This is an optimization exercise on Yosys and OpenROAD, whose aim is small area, not a production implementation. The RTL was checked by simulation tests, not by an equivalence proof against the original design. Power figures rest on the tool's default switching activity, not on a simulated workload.

## bmp280_spi_uart_v2005
module bmp280_spi_uart_v2005
#(
  parameter CLK_HZ = 50000,
  parameter BAUD   = 5000,
  parameter SCK_HZ = 12500
)(
  input  wire clk,
  input  wire rst_n,
  output wire spi_csn,
  output wire spi_sck,
  output wire spi_mosi,
  input  wire spi_miso,
  output wire uart_tx
);
==> flow/config.mk <==
export PLATFORM = sky130hd
export DESIGN_NAME = bmp280_spi_uart_v2005
export DESIGN_NICKNAME = bmp280_spi_uart_v2005
export VERILOG_FILES = /design/flow/design.v
export SDC_FILE = /design/flow/constraint.sdc
export NUM_CORES = 8
export LEC_CHECK = 0
export ABC_AREA = 1
export CAP_MARGIN = 20
export CORE_MARGIN = 2
export CORE_UTILIZATION = 55
export GPL_TIMING_DRIVEN = 0
export PLACE_DENSITY = 0.7
export SLEW_MARGIN = 20
export SYNTH_MEMORY_MAX_BITS = 16384
==> flow/constraint.sdc <==
create_clock -name core_clock -period 1000.0 [get_ports {clk}]
set_input_delay 200.0000 -clock core_clock [delete_from_list [all_inputs] [get_ports {clk}]]
set_output_delay 200.0000 -clock core_clock [all_outputs]
set_load 0.01 [all_outputs]
standard.sh (not shown) runs the stock make flow with config.mk's settings and CLKGATE_MAP_FILE= SYNTH_SCRIPT=/design/flow/synth_recipe.tcl, a recipe that flattens the netlist after the stock synthesis.
==> flow/flow/run.sh <==
#!/bin/bash
# Own layout flow:
#  1. the standard synthesis (standard.sh synth), unchanged;
#  2. its combinational logic re-mapped for area with a stronger ABC script
#     (resynth.ys, opt.abc); every register instance is kept as it is, same
#     name and cell;
#  3. the standard layout from that netlist, with clock tree synthesis
#     using clkbuf_4 clusters and no dummy loads.
# Each tool's output goes to a log file of its own in this folder.
set -euo pipefail
W=$PWD
R=$W/orfs/results/$FLOW_PLATFORM/bmp280_spi_uart_v2005/base
L=$W/orfs/logs/$FLOW_PLATFORM/bmp280_spi_uart_v2005/base
bash standard.sh synth > log_1_standard_synth.txt 2>&1
cp "$R/1_2_yosys.v" "$W/synth_standard.v"
LIB=$FLOW_HOME/platforms/$FLOW_PLATFORM/lib/sky130_fd_sc_hd__tt_025C_1v80.lib
DU=$(grep -o -- '-dont_use [A-Za-z0-9_]*' "$L/1_2_yosys.log" | sort -u | tr '\n' ' ')
YOSYS=$FLOW_HOME/../tools/install/yosys/bin/yosys
[ -x "$YOSYS" ] || YOSYS=yosys
sed -e "s|@LIB@|$LIB|g" -e "s|@DU@|$DU|g" -e "s|@IN@|$W/synth_standard.v|g" \
    -e "s|@OUT@|$W/synth_resynth.v|g" -e "s|@ABC@|$W/flow/opt.abc|g" -e "s|@TOP@|$FLOW_TOP|g" \
    flow/resynth.ys > "$W/resynth_run.ys"
"$YOSYS" -s "$W/resynth_run.ys" > log_2_resynth.txt 2>&1
cp "$W/synth_resynth.v" "$R/1_2_yosys.v"
rm -f "$R/1_synth.odb" "$R/1_synth.sdc"
bash standard.sh "CTS_ARGS=-sink_clustering_enable -repair_clock_nets -dont_use_dummy_load -buf_list sky130_fd_sc_hd__clkbuf_4 -sink_clustering_size 12 -sink_clustering_max_diameter 30" finish > log_3_standard_layout.txt 2>&1
==> flow/flow/opt.abc <==
&get -n
&deepsyn -T 60
&put
dch -f
amap
strash
dch -f
amap
topo
==> flow/flow/resynth.ys <==
# Re-map the combinational logic of the standard synthesis netlist for area.
# Register cells are kept as hierarchy (not flattened), so every register
# instance keeps its name and cell type.
read_liberty -ignore_miss_func @LIB@
read_verilog @IN@
hierarchy -top @TOP@
setattr -mod -set keep_hierarchy 1 sky130_fd_sc_hd__df* sky130_fd_sc_hd__edf* sky130_fd_sc_hd__sdf* sky130_fd_sc_hd__dl* sky130_fd_sc_hd__conb*
flatten
opt_clean
abc -liberty @LIB@ @DU@ -script @ABC@ @TOP@
opt_clean -purge
splitnets
opt_clean -purge
hilomap -singleton -hicell sky130_fd_sc_hd__conb_1 HI -locell sky130_fd_sc_hd__conb_1 LO
select @TOP@
stat -liberty @LIB@
write_verilog -noattr -nohex -nodec -selected @OUT@
==> next run, changes <==
--- a/flow/flow/run.sh
+++ b/flow/flow/run.sh
@@ -5,2 +5,3 @@
-#     (resynth.ys, opt.abc); every register instance is kept as it is, same
-#     name and cell;
+#     (resynth.ys, opt.abc: ABC's &deepsyn, tried with four random seeds in
+#     parallel, the smallest result kept); every register instance is kept as
+#     it is, same name and cell;
@@ -20,5 +21,18 @@
-sed -e "s|@LIB@|$LIB|g" -e "s|@DU@|$DU|g" -e "s|@IN@|$W/synth_standard.v|g" \
-    -e "s|@OUT@|$W/synth_resynth.v|g" -e "s|@ABC@|$W/flow/opt.abc|g" -e "s|@TOP@|$FLOW_TOP|g" \
-    flow/resynth.ys > "$W/resynth_run.ys"
-"$YOSYS" -s "$W/resynth_run.ys" > log_2_resynth.txt 2>&1
-cp "$W/synth_resynth.v" "$R/1_2_yosys.v"
+for s in 0 1 2 3; do
+  sed -e "s|@SEED@|$s|g" flow/opt.abc > "$W/opt_$s.abc"
+  sed -e "s|@LIB@|$LIB|g" -e "s|@DU@|$DU|g" -e "s|@IN@|$W/synth_standard.v|g" \
+      -e "s|@OUT@|$W/synth_resynth_$s.v|g" -e "s|@ABC@|$W/opt_$s.abc|g" -e "s|@TOP@|$FLOW_TOP|g" \
+      flow/resynth.ys > "$W/resynth_run_$s.ys"
+  "$YOSYS" -s "$W/resynth_run_$s.ys" > "log_2_resynth_$s.txt" 2>&1 &
+done
+wait
+best=""; bestarea=""
+for s in 0 1 2 3; do
+  a=$(grep 'Chip area' "log_2_resynth_$s.txt" | tail -1 | awk '{print $NF}')
+  echo "seed $s area $a" >> log_2_resynth_pick.txt
+  if [ -n "$a" ] && [ -s "$W/synth_resynth_$s.v" ]; then
+    if [ -z "$best" ] || awk "BEGIN{exit !($a < $bestarea)}"; then best=$s; bestarea=$a; fi
+  fi
+done
+echo "picked seed $best area $bestarea" >> log_2_resynth_pick.txt
+cp "$W/synth_resynth_$best.v" "$R/1_2_yosys.v"
@@ -26 +40 @@
-bash standard.sh "CTS_ARGS=-sink_clustering_enable -repair_clock_nets -dont_use_dummy_load -buf_list sky130_fd_sc_hd__clkbuf_4 -sink_clustering_size 12 -sink_clustering_max_diameter 30" finish > log_3_standard_layout.txt 2>&1
+bash standard.sh "CTS_ARGS=-sink_clustering_enable -repair_clock_nets -dont_use_dummy_load -buf_list sky130_fd_sc_hd__clkbuf_4 -sink_clustering_size 10 -sink_clustering_max_diameter 35" finish > log_3_standard_layout.txt 2>&1
==> flow/flow/opt.abc (replaced) <==
&get -n
&deepsyn -T 300 -S @SEED@
&put
dch -f
amap
strash
dch -f
amap
topo
Effect:
- setup slack is better by 1.0 ns
- core utilization shrinks by 0.37 points
- clock power grows by about 2%
- first-iteration DRC count shrinks by 13%

==> separate check: timing with driven ports <==
In the flow no input, the clock included, has a driving cell. The finished layouts below were timed again as built, in two steps.
Step 1: set_driving_cell puts a clkbuf_16 on clk and a buf_2 on each other input, an assumption about the parent block.
Step 2 moves the port delays by t, midway between the first and last clock arrival at a register: inputs arrive t later, outputs are due t later. That takes back most of the time a late clock gives input paths.
a / b / c = ideal / step 1 / step 2; a / b = the first two.
run	t, ns	slack for setup (ns)	clock arrival spread, ns	worst data-port slew with drivers (ns)
the first run	0.718	791.750 / 791.706 / 792.424	0.083 / 0.082	0.04
the second run	0.719	792.752 / 792.710 / 793.429	0.140 / 0.141	0.03
After both steps every run listed still meets setup and hold.
